This is an optimization exercise on Yosys and OpenROAD, whose aim is small area and a short achievable clock period, not a production implementation.
Where RTL was checked, it was by simulation tests only, not by an equivalence proof against the original.

==> flow/design.v (excerpt) <==
module MAC(A,B,out,clk,reset);
	input [15:0] A,B;
	input clk,reset;
	output [35:0] out;
	reg [35:0] acc;
	wire [35:0] nxt;
	always @(posedge clk or posedge reset)
	begin
		if(reset)
			acc <= 36'd0;
		else
			acc <= nxt;
	end
	assign out = acc;
	wire [255:0] pp;
	genvar gi;
	wire [15:0] An0, Bn0;
	NOT16 ina0(A, An0);
	NOT16 inb0(B, Bn0);
	wire [15:0] An1, Bn1;
	NOT16 ina1(A, An1);
	NOT16 inb1(B, Bn1);
	genvar gj;
	generate for (gi = 0; gi < 16; gi = gi + 1) begin : ppg
		for (gj = 0; gj < 16; gj = gj + 1) begin : ppc
			wire an, bn;
			assign an = (gi * 2 / 16 == 0) ? An0[gj] : An1[gj];
			assign bn = (gj * 2 / 16 == 0) ? Bn0[gi] : Bn1[gi];
			assign pp[16*gi+gj] = ~(an | bn);
		end
	end endgenerate
	wire hs1;
	wire hc2;
	wire fs3;
	wire fc4;
	wire hs5;
	wire hc6;
	wire fs7;
	wire fc8;
	wire fs9;
	wire fc10;
	wire hs11;
	wire hc12;
	wire fs13;
	wire fc14;
	wire fs15;
	wire fc16;
	wire fs17;
	wire fc18;
	wire hs19;
	wire hc20;
	wire fs21;
	wire fc22;
	wire fs23;
	wire fc24;
	wire fs25;
	wire fc26;
	wire fs27;
	wire fc28;
	wire hs29;
	wire hc30;
	wire fs31;
	wire fc32;
	wire fs33;
	wire fc34;
	wire fs35;
	wire fc36;
	wire fs37;
	wire fc38;
	wire fs39;
	wire fc40;
	wire hs41;
	wire hc42;
	wire fs43;
	wire fc44;
	wire fs45;
	wire fc46;
	wire fs47;
	wire fc48;
	wire fs49;
	wire fc50;
	wire fs51;
	wire fc52;
	wire fs53;
	wire fc54;
	wire hs55;
	wire hc56;
	wire fs57;
	wire fc58;
	wire fs59;
	wire fc60;
	wire fs61;
	wire fc62;
	wire fs63;
	wire fc64;
	wire fs65;
	wire fc66;
	wire fs67;
	wire fc68;
	wire fs69;
	wire fc70;
	wire hs71;
	wire hc72;
	wire fs73;
	wire fc74;
	wire fs75;
	wire fc76;
	wire fs77;
	wire fc78;
	wire fs79;
	wire fc80;
	wire fs81;
	wire fc82;
	wire fs83;
	wire fc84;
	wire fs85;
	wire fc86;
	wire fs87;
	wire fc88;
	wire hs89;
	wire hc90;
	wire fs91;
	wire fc92;
	wire fs93;
	wire fc94;
	wire fs95;
	wire fc96;
	wire fs97;
	wire fc98;
	wire fs99;
	wire fc100;
	wire fs101;
	wire fc102;
	wire fs103;
	wire fc104;
	wire fs105;
	wire fc106;
	wire fs107;
	wire fc108;
	wire hs109;
	wire hc110;
  ...
For scale: about 830 cells after synthesis, ~0.0083 sq mm of cells after synthesis.
export LEC_CHECK = 0
export CAP_MARGIN = 20
export CORE_MARGIN = 2
export CORE_UTILIZATION = 40
export SLEW_MARGIN = 20
export SYNTH_HIERARCHICAL = 1
export SYNTH_MINIMUM_KEEP_SIZE = 0
create_clock -name core_clock -period 19.0 [get_ports {clk}]
standard.sh (not shown) runs the stock make flow with config.mk's settings and CLKGATE_MAP_FILE= SYNTH_SCRIPT=/design/flow/synth_recipe.tcl, a recipe that flattens the netlist after the stock synthesis.
==> flow/flow/run.sh <==
#!/bin/bash
# The standard layout (standard synthesis, floorplan, place, CTS, route) with two changes:
# repair_timing is asked for a larger setup slack than 0 (flow/setup_margin.txt) so that it
# keeps shortening the critical path, and the port buffers that every input and output gets
# are sky130_fd_sc_hd__buf_1 (flow/port_buffer.txt) instead of the delay cell buffer_ports
# picks by default; repair_timing then sizes the ones on critical paths.
# Make's full output goes to make_finish.log; each tool's own log is under orfs/logs/.
set -euo pipefail
MARGIN=$(cat flow/setup_margin.txt)
PBUF=$(cat flow/port_buffer.txt)
bash standard.sh SETUP_SLACK_MARGIN=$MARGIN "BUFFER_PORTS_ARGS=-buffer_cell $PBUF" finish > make_finish.log 2>&1
==> flow/flow/port_buffer.txt <==
sky130_fd_sc_hd__buf_1
==> flow/flow/setup_margin.txt <==
9.5
Edit:
--- a/flow/design.v
+++ b/flow/design.v
@@ -26,28 +26,19 @@
 		if(reset)
 			acc <= 36'd0;
 		else
 			acc <= nxt;
 	end
 	assign out = acc;
+	wire [15:0] An, Bn;
+	NOT16 ina(A, An);
+	NOT16 inb(B, Bn);
 	wire [255:0] pp;
 	genvar gi;
-	wire [15:0] An0, Bn0;
-	NOT16 ina0(A, An0);
-	NOT16 inb0(B, Bn0);
-	wire [15:0] An1, Bn1;
-	NOT16 ina1(A, An1);
-	NOT16 inb1(B, Bn1);
-	genvar gj;
 	generate for (gi = 0; gi < 16; gi = gi + 1) begin : ppg
-		for (gj = 0; gj < 16; gj = gj + 1) begin : ppc
-			wire an, bn;
-			assign an = (gi * 2 / 16 == 0) ? An0[gj] : An1[gj];
-			assign bn = (gj * 2 / 16 == 0) ? Bn0[gi] : Bn1[gi];
-			assign pp[16*gi+gj] = ~(an | bn);
-		end
+		assign pp[16*gi+15:16*gi] = ~(An | {16{Bn[gi]}});
 	end endgenerate
 	wire hs1;
 	wire hc2;
 	wire fs3;
 	wire fc4;
 	wire hs5;
After rerunning: The changed run went through all stages and came out clean. Worst setup slack is worse by 230 ps. Wire length came out higher by 3.9%. Final cell count went down by about 3%. Final area goes down by about 1.2%. Sequential cell count stays the same. Synthesized area went down by about 1.2%. Utilization decreases by 0.23 points. Maximum frequency drops by about 2.5%. Non-clock buffer count decreases by 1. Via count barely changes. Clock skew went down by 4.7 ps.
Only the layout flow was run in the second run of this note; the RTL was not checked for function there.


Setup of the previous run:
Starting RTL as in the previous note.
export LEC_CHECK = 0
export CAP_MARGIN = 20
export CORE_MARGIN = 2
export CORE_UTILIZATION = 40
export SLEW_MARGIN = 20
export SYNTH_HIERARCHICAL = 1
export SYNTH_MINIMUM_KEEP_SIZE = 0
create_clock -name core_clock -period 19.0 [get_ports {clk}]
==> flow/flow/setup_margin.txt <==
10
Scripts as last shown in full above: flow/flow/run.sh, flow/flow/port_buffer.txt
#### Input delta (the current run over the previous run)
diff --git a/flow/design.v b/flow/design.v
--- a/flow/design.v
+++ b/flow/design.v
@@ -31,24 +31,27 @@
 	assign out = acc;
 	wire [255:0] pp;
 	genvar gi;
 	wire [15:0] An0, Bn0;
 	NOT16 ina0(A, An0);
 	NOT16 inb0(B, Bn0);
 	wire [15:0] An1, Bn1;
 	NOT16 ina1(A, An1);
 	NOT16 inb1(B, Bn1);
+	wire [15:0] An2, Bn2;
+	NOT16 ina2(A, An2);
+	NOT16 inb2(B, Bn2);
 	genvar gj;
 	generate for (gi = 0; gi < 16; gi = gi + 1) begin : ppg
 		for (gj = 0; gj < 16; gj = gj + 1) begin : ppc
 			wire an, bn;
-			assign an = (gi * 2 / 16 == 0) ? An0[gj] : An1[gj];
-			assign bn = (gj * 2 / 16 == 0) ? Bn0[gi] : Bn1[gi];
+			assign an = (gi * 3 / 16 == 0) ? An0[gj] : (gi * 3 / 16 == 1) ? An1[gj] : An2[gj];
+			assign bn = (gj * 3 / 16 == 0) ? Bn0[gi] : (gj * 3 / 16 == 1) ? Bn1[gi] : Bn2[gi];
 			assign pp[16*gi+gj] = ~(an | bn);
 		end
 	end endgenerate
 	wire hs1;
 	wire hc2;
 	wire fs3;
 	wire fc4;
 	wire hs5;
 	wire hc6;
==> comparison <==
The current run against the previous run: clock skew roughly the same, minimum clock period after layout went up 68 ps, initial cell density of the core level. Delta (the current run minus the previous run): non-clock buffer count fell about 1.4%; clock insertion delay at the later pin of the skew report down 20 ps.
Only the layout flow was run in the current run; the RTL was not checked for function there.

[port drivers added, routing unchanged]
No port has a modelled driver above. Below, the same layouts with a new extraction and two added sets of constraints.
Step 1: set_driving_cell puts a clkbuf_16 on clk and a buf_2 on each other input, an assumption about the parent block.
Step 2 times the ports against the registers' clock, not the clock port: input delays grow and output delays shrink by t, the midpoint of the rising clock arrivals with the driver on.
Slacks: no drivers / after step 1 / after step 2; pairs: no drivers / after step 1.
run	t, ns	setup slack, ns	hold WS [ns]	cell pins on the clock port's net
the first run of note 1	0.346	10.004 / 10.023 / 9.678	0.477 / 0.477 / 0.477	1
the second run of note 1	0.349	9.771 / 9.792 / 9.443	0.476 / 0.476 / 0.476	1
the previous run	0.346	10.261 / 10.277 / 9.931	0.477 / 0.477 / 0.477	1
the current run	0.338	10.194 / 10.216 / 9.879	0.505 / 0.505 / 0.505	1
After both steps every run listed still meets setup and hold. The setup slack of the previous run, which loses most, moves by +0.016 ns with the drivers and by -0.330 ns with both steps.
